Context: an optimization exercise on an open-source flow, tuned for small area. The choices shown serve that exercise and are no tape-out recipe.
Where RTL was checked, it was by simulation tests only, not by an equivalence proof against the original.

==> inputs of v25 <==
Design esdi_interface, start of the top module:
module esdi_interface (
    input         clk,
    input         resetn,
    input         s_awvalid,
    output        s_awready,
    input  [6:0]  s_awaddr,
    input         s_wvalid,
    output        s_wready,
    input  [31:0] s_wdata,
    output        s_bvalid,
    input         s_bready,
    output [1:0]  s_bresp,
    input         s_arvalid,
    output        s_arready,
    input  [6:0]  s_araddr,
    output        s_rvalid,
    input         s_rready,
    output [31:0] s_rdata,
    output [1:0]  s_rresp,
    output        parallel_tvalid,
    input         parallel_tready,
    output [7:0]  parallel_tdata,
    output        parallel_tlast,
    output        esdi_transfer_req,
    output        esdi_command_data,
    input         esdi_transfer_ack,
    input         esdi_confstat_data,
    input         esdi_index,
    input         esdi_sector,
    output        esdi_read_gate,
    input         esdi_read_clock,
    input         esdi_read_data,
    input         esdi_attention,
    input         esdi_ready,
    input         esdi_command_complete,
    input         esdi_drive_selected,
    output [3:0]  esdi_head_select,
    output [2:0]  esdi_drive_select,
    output        esdi_address_mark_enable
);
    reg        aw_full;
    reg        w_full;
    reg        w_sent;       
    reg        b_pend;       
    reg  [4:0] wa;           
    reg [31:0] wd;
    reg        ar_full;
    reg        r_pend;       
    reg  [4:0] ra;           
    reg [31:0] rd;
    wire w_unm = wa[4] & wa[3];
    wire r_unm = ra[4] & ra[3];
    wire w_both = aw_full & w_full;
    wire w_commit = w_sent & ~b_pend;
    wire r_cap = ar_full & ~r_pend & ~r_unm;
    assign s_awready = ~aw_full;
    assign s_wready = ~w_full;
    assign s_arready = ~ar_full;
    assign s_bvalid = w_unm ? w_both : b_pend;
  ...
Settings: LEC_CHECK=0, CAP_MARGIN=20, CORE_MARGIN=2, CORE_UTILIZATION=45, CTS_BUF_LIST=sky130_fd_sc_hd__clkbuf_8, PLACE_DENSITY=0.6, SLEW_MARGIN=20; clock period 8.0 ns.
run.sh (not shown) runs the stock make flow with config.mk's settings and CLKGATE_MAP_FILE= SYNTH_SCRIPT=/design/flow/synth_recipe.tcl, a recipe that flattens the netlist after the stock synthesis.
==> v31 (differences from v25) <==
--- a/flow/design.v
+++ b/flow/design.v
@@ -164,12 +164,13 @@
     localparam BIT_TIMEOUT = 1000000;
     reg  [2:0] c_state;
     reg        c_reading;
     reg  [4:0] c_bits;
     reg [19:0] c_cycles;
     reg [16:0] c_sr;             
+    reg        c_par;            
     reg        c_query;
     reg        c_req;            
     reg        c_cmd;            
     reg        bdo_valid;
     reg [16:0] bdo;
     reg        bdi_valid;
@@ -229,13 +230,13 @@
             end
             3'd1:
             begin
                 if (c_cyc0)
                 begin
                     if (!c_reading)
-                        c_cmd <= c_sr[16];
+                        c_cmd <= (c_bits == 16) ? c_par : c_sr[16];
                 end
                 else if (c_cyc6)
                 begin
                     c_req <= 1;
                     c_state <= 2;
                 end
@@ -272,13 +273,13 @@
                             c_state <= 1;
                         else
                             c_state <= 0;
                         if (c_query && c_reading)
                         begin
                             bdi_valid <= 1;
-                            bdi <= {1'b0, ~^c_sr, c_sr[16:1]};
+                            bdi <= {1'b0, c_par, c_sr[16:1]};
                         end
                     end
                     else
                         c_state <= 1;
                 end
                 else if (c_tmo)
@@ -317,37 +318,44 @@
         c_cycles <= c_cycles + 1'b1;
         case (c_state)
         3'd0:
         begin
             if (bdo_valid)
             begin
-                c_sr <= {bdo[15:0], ~^bdo[15:0]};
+                c_sr <= {bdo[15:0], 1'b0};
+                c_par <= 1;
                 c_query <= bdo[16];
                 c_reading <= 0;
                 c_bits <= 0;
                 c_cycles <= 0;
             end
         end
         3'd1:
         begin
             if (c_cyc0)
             begin
                 if (!c_reading)
+                begin
                     c_sr <= {c_sr[15:0], 1'b0};
+                    c_par <= c_par ^ c_sr[16];
+                end
                 c_bits <= c_bits + 1'b1;
             end
             else if (c_cyc6)
                 c_cycles <= 0;
         end
         3'd2:
         begin
             if (!ack_s[0])
             begin
                 c_cycles <= 0;
                 if (c_reading)
+                begin
                     c_sr <= {c_sr[15:0], !csd_s[0]};
+                    c_par <= c_par ^ !csd_s[0];
+                end
             end
         end
         3'd3:
         begin
             if (c_cyc6)
                 c_cycles <= 0;
@@ -360,12 +368,13 @@
                 begin
                     if (c_query && !c_reading)
                     begin
                         c_reading <= 1;
                         c_bits <= 0;
                         c_cycles <= 0;
+                        c_par <= 1;
                     end
                 end
                 else
                     c_cycles <= 0;
             end
         end
- CTS_BUF_LIST: sky130_fd_sc_hd__clkbuf_8 -> unset
- CTS_CLUSTER_DIAMETER: unset -> 100
- CTS_CLUSTER_SIZE: unset -> 25
==> v13 (differences from v25) <==
--- a/flow/design.v
+++ b/flow/design.v
@@ -28,21 +28,53 @@
             count <= count + 1'b1;
         else if (pop && !push)
             count <= count - 1'b1;
     end
     wire [7:0] dlo = 8'd1 << count[2:0];
     wire [7:0] dhi = 8'd1 << count[5:3];
-    reg [15:0] h;
-    integer k;
-    always @(*)
-    begin
-        h = 16'h0;
-        for (k = 1; k < 64; k = k + 1)
-            h = h | (mem[k - 1] & {16{dhi[k / 8] & dlo[k % 8]}});
-    end
-    assign head = h;
+    wire [63:0] sel;
+    genvar gi;
+    generate for (gi = 0; gi < 64; gi = gi + 1) begin : s
+        assign sel[gi] = dhi[gi / 8] & dlo[gi % 8];
+    end endgenerate
+    wire [15:0] t [0:20];
+    generate for (gi = 0; gi < 21; gi = gi + 1) begin : grp
+        aoi222 g (.a(mem[3*gi]), .sa(sel[3*gi+1]), .b(mem[3*gi+1]), .sb(sel[3*gi+2]), .c(mem[3*gi+2]), .sc(sel[3*gi+3]), .y(t[gi]));
+    end endgenerate
+    wire [15:0] u [0:6];
+    generate for (gi = 0; gi < 7; gi = gi + 1) begin : grp2
+        assign u[gi] = ~(t[3*gi] & t[3*gi+1] & t[3*gi+2]);
+    end endgenerate
+    assign head = u[0] | u[1] | u[2] | u[3] | u[4] | u[5] | u[6];
+endmodule
+module aoi222 (input [15:0] a, input sa, input [15:0] b, input sb, input [15:0] c, input sc, output [15:0] y);
+    assign y = ~((a & {16{sa}}) | (b & {16{sb}}) | (c & {16{sc}}));
+endmodule
+module eq32 (
+    input  [31:0] a,
+    input  [31:0] b,
+    output        y
+);
+    assign y = (a == b);
+endmodule
+module rinc #(
+    parameter W = 32
+) (
+    input  [W-1:0] a,
+    output [W-1:0] y
+);
+    wire [W:0] c;
+    assign c[0] = 1'b1;
+    genvar i;
+    generate
+        for (i = 0; i < W; i = i + 1)
+        begin : bit_
+            assign y[i] = a[i] ^ c[i];
+            assign c[i + 1] = a[i] & c[i];
+        end
+    endgenerate
 endmodule
 module esdi_interface (
     input         clk,
     input         resetn,
     input         s_awvalid,
     output        s_awready,
@@ -164,12 +196,13 @@
     localparam BIT_TIMEOUT = 1000000;
     reg  [2:0] c_state;
     reg        c_reading;
     reg  [4:0] c_bits;
     reg [19:0] c_cycles;
     reg [16:0] c_sr;             
+    reg        c_par;            
     reg        c_query;
     reg        c_req;            
     reg        c_cmd;            
     reg        bdo_valid;
     reg [16:0] bdo;
     reg        bdi_valid;
@@ -183,12 +216,14 @@
     reg  [2:0] rdy_s;
     reg  [2:0] dsl_s;
     assign esdi_transfer_req = c_req;
     assign esdi_command_data = c_cmd;
     assign esdi_drive_select = drive_sel;
     assign esdi_head_select = head_sel;
+    wire [19:0] c_cycles_inc;
+    rinc #(20) inc_c_cycles (.a(c_cycles), .y(c_cycles_inc));
     wire c_cyc0 = (c_cycles == 20'd0);
     wire c_cyc6 = (c_cycles == 20'd6);
     wire c_tmo  = (c_cycles == BIT_TIMEOUT);
     wire rc_bdi = r_cap & (ra == 5'd1);     
     always @(posedge clk)
     begin
@@ -229,13 +264,13 @@
             end
             3'd1:
             begin
                 if (c_cyc0)
                 begin
                     if (!c_reading)
-                        c_cmd <= c_sr[16];
+                        c_cmd <= (c_bits == 16) ? c_par : c_sr[16];
                 end
                 else if (c_cyc6)
                 begin
                     c_req <= 1;
                     c_state <= 2;
                 end
@@ -272,13 +307,13 @@
                             c_state <= 1;
                         else
                             c_state <= 0;
                         if (c_query && c_reading)
                         begin
                             bdi_valid <= 1;
-                            bdi <= {1'b0, ~^c_sr, c_sr[16:1]};
+                            bdi <= {1'b0, c_par, c_sr[16:1]};
                         end
                     end
                     else
                         c_state <= 1;
                 end
                 else if (c_tmo)
@@ -311,43 +346,50 @@
             drive_sel <= wdr[2:0];
         if (!resetn || (wc_cmd && widx == 3'd3))
             head_sel <= wdr[3:0];
     end
     always @(posedge clk)
     begin
-        c_cycles <= c_cycles + 1'b1;
+        c_cycles <= c_cycles_inc;
         case (c_state)
         3'd0:
         begin
             if (bdo_valid)
             begin
-                c_sr <= {bdo[15:0], ~^bdo[15:0]};
+                c_sr <= {bdo[15:0], 1'b0};
+                c_par <= 1;
                 c_query <= bdo[16];
                 c_reading <= 0;
                 c_bits <= 0;
                 c_cycles <= 0;
             end
         end
         3'd1:
         begin
             if (c_cyc0)
             begin
                 if (!c_reading)
+                begin
                     c_sr <= {c_sr[15:0], 1'b0};
+                    c_par <= c_par ^ c_sr[16];
+                end
                 c_bits <= c_bits + 1'b1;
             end
             else if (c_cyc6)
                 c_cycles <= 0;
         end
         3'd2:
         begin
             if (!ack_s[0])
             begin
                 c_cycles <= 0;
                 if (c_reading)
+                begin
                     c_sr <= {c_sr[15:0], !csd_s[0]};
+                    c_par <= c_par ^ !csd_s[0];
+                end
             end
         end
         3'd3:
         begin
             if (c_cyc6)
                 c_cycles <= 0;
@@ -360,12 +402,13 @@
                 begin
                     if (c_query && !c_reading)
                     begin
                         c_reading <= 1;
                         c_bits <= 0;
                         c_cycles <= 0;
+                        c_par <= 1;
                     end
                 end
                 else
                     c_cycles <= 0;
             end
         end
@@ -377,13 +420,13 @@
     reg [31:0] addr_assert;
     reg [31:0] addr_deassert;
     reg [31:0] data_assert;
     reg [31:0] data_deassert;
     reg [31:0] st_cycles;
     reg [15:0] sector_cnt;
-    reg [31:0] ame_countdown;
+    reg [31:0] ame_countdown_n;      
     reg        sector_reached;
     reg [15:0] max_sector_seen;
     reg        task_wr_valid;
     reg [15:0] task_wr_data;
     reg        cur_task_valid;
     reg [15:0] cur_task;
@@ -398,14 +441,25 @@
     wire st_notask = st_ctrl[4];
     wire st_soft   = st_ctrl[5];
     wire f_index  = (idx_sh[1] & idx_sh[2]) | (idx_sh[1] & idx_sh[3]) | (idx_sh[2] & idx_sh[3]);
     wire f_sector = (sec_sh[1] & sec_sh[2]) | (sec_sh[1] & sec_sh[3]) | (sec_sh[2] & sec_sh[3]);
     wire ev_index  = idx_sh[0] & ~f_index;
     wire ev_sector = sec_sh[0] & ~f_sector;
-    wire [15:0] next_sector = sector_cnt + 1'b1;
+    wire [15:0] next_sector;
+    rinc #(16) inc_sector (.a(sector_cnt), .y(next_sector));
+    wire [31:0] st_cycles_inc;
+    rinc #(32) inc_st_cycles (.a(st_cycles), .y(st_cycles_inc));
+    wire [31:0] ame_countdown_n_inc;
+    rinc #(32) inc_ame (.a(ame_countdown_n), .y(ame_countdown_n_inc));
+    wire ame_zero = &ame_countdown_n;
     wire go = st_notask | sector_reached;
+    wire eq_aa, eq_ad, eq_da, eq_dd;
+    eq32 cmp_aa (.a(st_cycles), .b(addr_assert), .y(eq_aa));
+    eq32 cmp_ad (.a(st_cycles), .b(addr_deassert), .y(eq_ad));
+    eq32 cmp_da (.a(st_cycles), .b(data_assert), .y(eq_da));
+    eq32 cmp_dd (.a(st_cycles), .b(data_deassert), .y(eq_dd));
     wire  [5:0] tasks_used;
     wire        task_full = &tasks_used;
     wire        task_push = task_wr_valid & ~task_full;
     wire        task_pop  = st_en & ~cur_task_valid & (tasks_used != 6'd0);
     wire [15:0] task_head;
     fifo tasking_fifo (
@@ -435,17 +489,17 @@
             idx_sh <= {esdi_index, idx_sh[4:2], f_index};
             sec_sh <= {esdi_sector, sec_sh[4:2], f_sector};
             if (!task_full)
                 task_wr_valid <= 0;
             if (st_en)
             begin
-                if (st_soft && (ame_countdown == 0))
+                if (st_soft && ame_zero)
                     ame <= 1;
                 if (task_pop)
                     cur_task_valid <= 1;
-                st_cycles <= st_cycles + 1'b1;
+                st_cycles <= st_cycles_inc;
                 if (ev_index)
                 begin
                     st_cycles <= 0;
                     if (!st_soft)
                     begin
                         sector_cnt <= 0;
@@ -460,19 +514,19 @@
                     st_cycles <= 0;
                     sector_cnt <= next_sector;
                     if (cur_task_valid && (cur_task == next_sector))
                         cur_task_valid <= 0;
                     ame <= 0;
                 end
-                if ((st_cycles == addr_assert) && st_raa && go)
+                if (eq_aa && st_raa && go)
                     read_gate <= 1;
-                if (st_cycles == addr_deassert)
+                if (eq_ad)
                     read_gate <= 0;
-                if ((st_cycles == data_assert) && st_rda && go)
+                if (eq_da && st_rda && go)
                     read_gate <= 1;
-                if (st_cycles == data_deassert)
+                if (eq_dd)
                     read_gate <= 0;
             end
             else
             begin
                 read_gate <= 0;
                 ame <= 0;
@@ -492,25 +546,25 @@
         end
     end
     always @(posedge clk)
     begin
         if (st_en)
         begin
-            if (ame_countdown != 0)
-                ame_countdown <= ame_countdown - 1'b1;
+            if (!ame_zero)
+                ame_countdown_n <= ame_countdown_n_inc;
             if (ev_index && !st_soft)
                 sector_reached <= cur_task_valid && (cur_task == 0);
             if (ev_sector)
             begin
-                ame_countdown <= data_deassert;
+                ame_countdown_n <= ~data_deassert;
                 sector_reached <= cur_task_valid && (cur_task == next_sector);
             end
         end
         else
         begin
-            ame_countdown <= 0;
+            ame_countdown_n <= 32'hffffffff;
             sector_reached <= 0;
         end
         if (!cur_task_valid)
             cur_task <= task_head;
         if (wc_st && widx == 3'd6)
             task_wr_data <= wd[15:0];
@@ -551,13 +605,17 @@
     assign parallel_tdata = t_data;
     assign parallel_tlast = t_last;
     wire rp_en     = rp_ctrl[0];
     wire rp_nogate = rp_ctrl[2];
     wire rp_intclk = rp_ctrl[3];
     wire sample_pulse = rp_intclk ? int_clk : (!rclk_s[0] && rclk_s[1]);
-    wire int_wrap = (clocks_per_bit != 8'd0) && (int_cnt == clocks_per_bit - 1'b1);
+    wire [7:0] int_cnt_inc;
+    rinc #(8) inc_int_cnt (.a(int_cnt), .y(int_cnt_inc));
+    wire [10:0] byte_cnt_inc;
+    rinc #(11) inc_byte_cnt (.a(byte_cnt), .y(byte_cnt_inc));
+    wire int_wrap = (clocks_per_bit != 8'd0) && (int_cnt_inc == clocks_per_bit);
     wire take_bit = sample_pulse && (read_gate || rp_nogate);
     wire flush = !read_gate && !rp_nogate && !new_bit_valid;
     wire send = pend_valid && (new_byte_valid || pend_last);
     always @(posedge clk)
     begin
         rdat_s <= {esdi_read_data, rdat_s[2:1]};
@@ -599,13 +657,13 @@
                 t_valid <= 0;
             if (rp_en)
             begin
                 if (int_wrap)
                     int_cnt <= 0;
                 else
-                    int_cnt <= int_cnt + 1'b1;
+                    int_cnt <= int_cnt_inc;
                 if (new_bit_valid)
                 begin
                     data_in <= {data_in[6:0], new_bit};
                     bit_cnt <= bit_cnt + 1'b1;
                 end
                 if (send)
@@ -614,13 +672,13 @@
                     t_valid <= 1;
                     if (t_valid && !parallel_tready)
                         overflow <= 1;
                     if ((&byte_cnt) || pend_last)
                         byte_cnt <= 0;
                     else
-                        byte_cnt <= byte_cnt + 1'b1;
+                        byte_cnt <= byte_cnt_inc;
                 end
                 if (new_byte_valid)
                 begin
                     pend_valid <= 1;
                     pend_last <= new_byte_is_last;
                 end
==> flow/flow/run.sh (new file) <==
#!/bin/bash
# Layout flow: the standard layout (standard.sh, ORFS) with two changes:
#  - the port buffers are the smallest buffer cell (buf_1) instead of the
#    one ORFS picks; every input and output port still gets its own buffer;
#  - clock tree synthesis clusters up to 25 flip-flops within 100 um per
#    leaf buffer and inserts no dummy loads.
# Each ORFS step writes its own log under orfs/logs/; make's output goes to
# flow_make.log and the DEF export's to flow_def.log.
set -euo pipefail
cd "$(dirname "$0")/.."
export BUFFER_PORTS_ARGS="-buffer_cell sky130_fd_sc_hd__buf_1"
export CTS_ARGS="-sink_clustering_enable -repair_clock_nets -dont_use_dummy_load -sink_clustering_size 25 -sink_clustering_max_diameter 100"
bash standard.sh > flow_make.log 2>&1
test -s out/final.def
==> flow/standard.sh (new file) <==
#!/bin/bash
# synth_recipe.tcl (not shown) runs the flow's synth.tcl, then flattens the netlist and writes it again
# the make line also repeats each setting of config.mk as NAME=value (left out here)
make -C /OpenROAD-flow-scripts/flow DESIGN_CONFIG=/design/flow/config.mk WORK_HOME=/design/flow/orfs CLKGATE_MAP_FILE= SYNTH_SCRIPT=/design/flow/synth_recipe.tcl "${@:-finish}"
- CTS_BUF_LIST: sky130_fd_sc_hd__clkbuf_8 -> unset
- SYNTH_HIERARCHICAL: unset -> 1
- SYNTH_MINIMUM_KEEP_SIZE: unset -> 0
removed: flow/run.sh
==> v30 (differences from v25) <==
--- a/flow/design.v
+++ b/flow/design.v
@@ -164,12 +164,13 @@
     localparam BIT_TIMEOUT = 1000000;
     reg  [2:0] c_state;
     reg        c_reading;
     reg  [4:0] c_bits;
     reg [19:0] c_cycles;
     reg [16:0] c_sr;             
+    reg        c_par;            
     reg        c_query;
     reg        c_req;            
     reg        c_cmd;            
     reg        bdo_valid;
     reg [16:0] bdo;
     reg        bdi_valid;
@@ -229,13 +230,13 @@
             end
             3'd1:
             begin
                 if (c_cyc0)
                 begin
                     if (!c_reading)
-                        c_cmd <= c_sr[16];
+                        c_cmd <= (c_bits == 16) ? c_par : c_sr[16];
                 end
                 else if (c_cyc6)
                 begin
                     c_req <= 1;
                     c_state <= 2;
                 end
@@ -272,13 +273,13 @@
                             c_state <= 1;
                         else
                             c_state <= 0;
                         if (c_query && c_reading)
                         begin
                             bdi_valid <= 1;
-                            bdi <= {1'b0, ~^c_sr, c_sr[16:1]};
+                            bdi <= {1'b0, c_par, c_sr[16:1]};
                         end
                     end
                     else
                         c_state <= 1;
                 end
                 else if (c_tmo)
@@ -317,37 +318,44 @@
         c_cycles <= c_cycles + 1'b1;
         case (c_state)
         3'd0:
         begin
             if (bdo_valid)
             begin
-                c_sr <= {bdo[15:0], ~^bdo[15:0]};
+                c_sr <= {bdo[15:0], 1'b0};
+                c_par <= 1;
                 c_query <= bdo[16];
                 c_reading <= 0;
                 c_bits <= 0;
                 c_cycles <= 0;
             end
         end
         3'd1:
         begin
             if (c_cyc0)
             begin
                 if (!c_reading)
+                begin
                     c_sr <= {c_sr[15:0], 1'b0};
+                    c_par <= c_par ^ c_sr[16];
+                end
                 c_bits <= c_bits + 1'b1;
             end
             else if (c_cyc6)
                 c_cycles <= 0;
         end
         3'd2:
         begin
             if (!ack_s[0])
             begin
                 c_cycles <= 0;
                 if (c_reading)
+                begin
                     c_sr <= {c_sr[15:0], !csd_s[0]};
+                    c_par <= c_par ^ !csd_s[0];
+                end
             end
         end
         3'd3:
         begin
             if (c_cyc6)
                 c_cycles <= 0;
@@ -360,12 +368,13 @@
                 begin
                     if (c_query && !c_reading)
                     begin
                         c_reading <= 1;
                         c_bits <= 0;
                         c_cycles <= 0;
+                        c_par <= 1;
                     end
                 end
                 else
                     c_cycles <= 0;
             end
         end
- CTS_BUF_LIST: sky130_fd_sc_hd__clkbuf_8 -> unset
==> summary.txt <==
- Status: no timing/DRC/antenna violations
- Source of the critical timing path: tasking_fifo.count[3]
- Sequential cell count: 1,611
- CP delay by family, top: buffers and inverters
- Skew-Pair Late Insertion Delay: 740 ps
- GRT met3 Usage: 6.766%
- Worst path most repeated cell: buf_12
- Area of the multi-input gates: 15,330 um2
- Non-clock inverter count: 47
(the above is from v31)
==> summary.txt <==
- Area of the multi-input gates: 15,330 um2
- GRT met3 Usage: 8.349%
- Skew-Pair Late Insertion Delay: 800 ps
- Status: no timing/DRC/antenna violations
- CP delay by family, top: buffers and inverters
- Non-clock inverter count: 47
(the above is from v30)
==> summary.txt <==
- Status: no timing/DRC/antenna violations
- Source of the critical timing path: ame_countdown_n[0]
- Non-clock inverter count: 41
- Area of the multi-input gates: 13,910 um2
- Sequential cell count: 1,611
- Skew-Pair Late Insertion Delay: 720 ps
- CP delay by family, top: adder cells
(the above is from v13)
==> summary.txt <==
- Non-clock inverter count: 56
- Area of the multi-input gates: 15,610 um2
- Sequential cell count: 1,610
- Status: no timing/DRC/antenna violations
- Skew-Pair Late Insertion Delay: 980 ps
- Slowest CP cell: buf_4
- GRT met3 Usage: 8.200%
- CP delay by family, top: buffers and inverters
- Postcts setup bufs: 0
- Worst path most repeated cell: buf_12
(the above is from v25)
Function not checked in v25: the RTL went through the layout flow alone.

-- port drivers added, routing unchanged --
The flow's constraints put no driver on any port. The routed layouts listed below were extracted and timed again, unchanged, in two steps. Step 1, drivers: a clkbuf_16 drives clk and a buf_2 each remaining input, both assumed. Step 2 moves the port delays by t, midway between the first and last clock arrival at a register: inputs arrive t later, outputs are due t later. That takes back most of the time a late clock gives input paths. Three values: ideal, step 1, step 2; two values: the first two.
run | t, ns | slack for setup (ns) | hold WS [ns] | worst data-port slew with drivers (ns) | pins driven straight from the clock port
v25 | 1.032 | 3.807 / 3.794 / 3.807 | 0.326 / 0.326 / 0.326 | 0.07 | 1
v31 | 0.781 | 3.704 / 3.704 / 3.704 | 0.334 / 0.334 / 0.334 | 0.09 | 1
v13 | 0.755 | 1.372 / 1.372 / 1.372 | 0.336 / 0.336 / 0.336 | 0.09 | 1
v30 | 0.861 | 3.710 / 3.710 / 3.710 | 0.326 / 0.326 / 0.326 | 0.09 | 1
After both steps setup and hold are still met in every run listed.
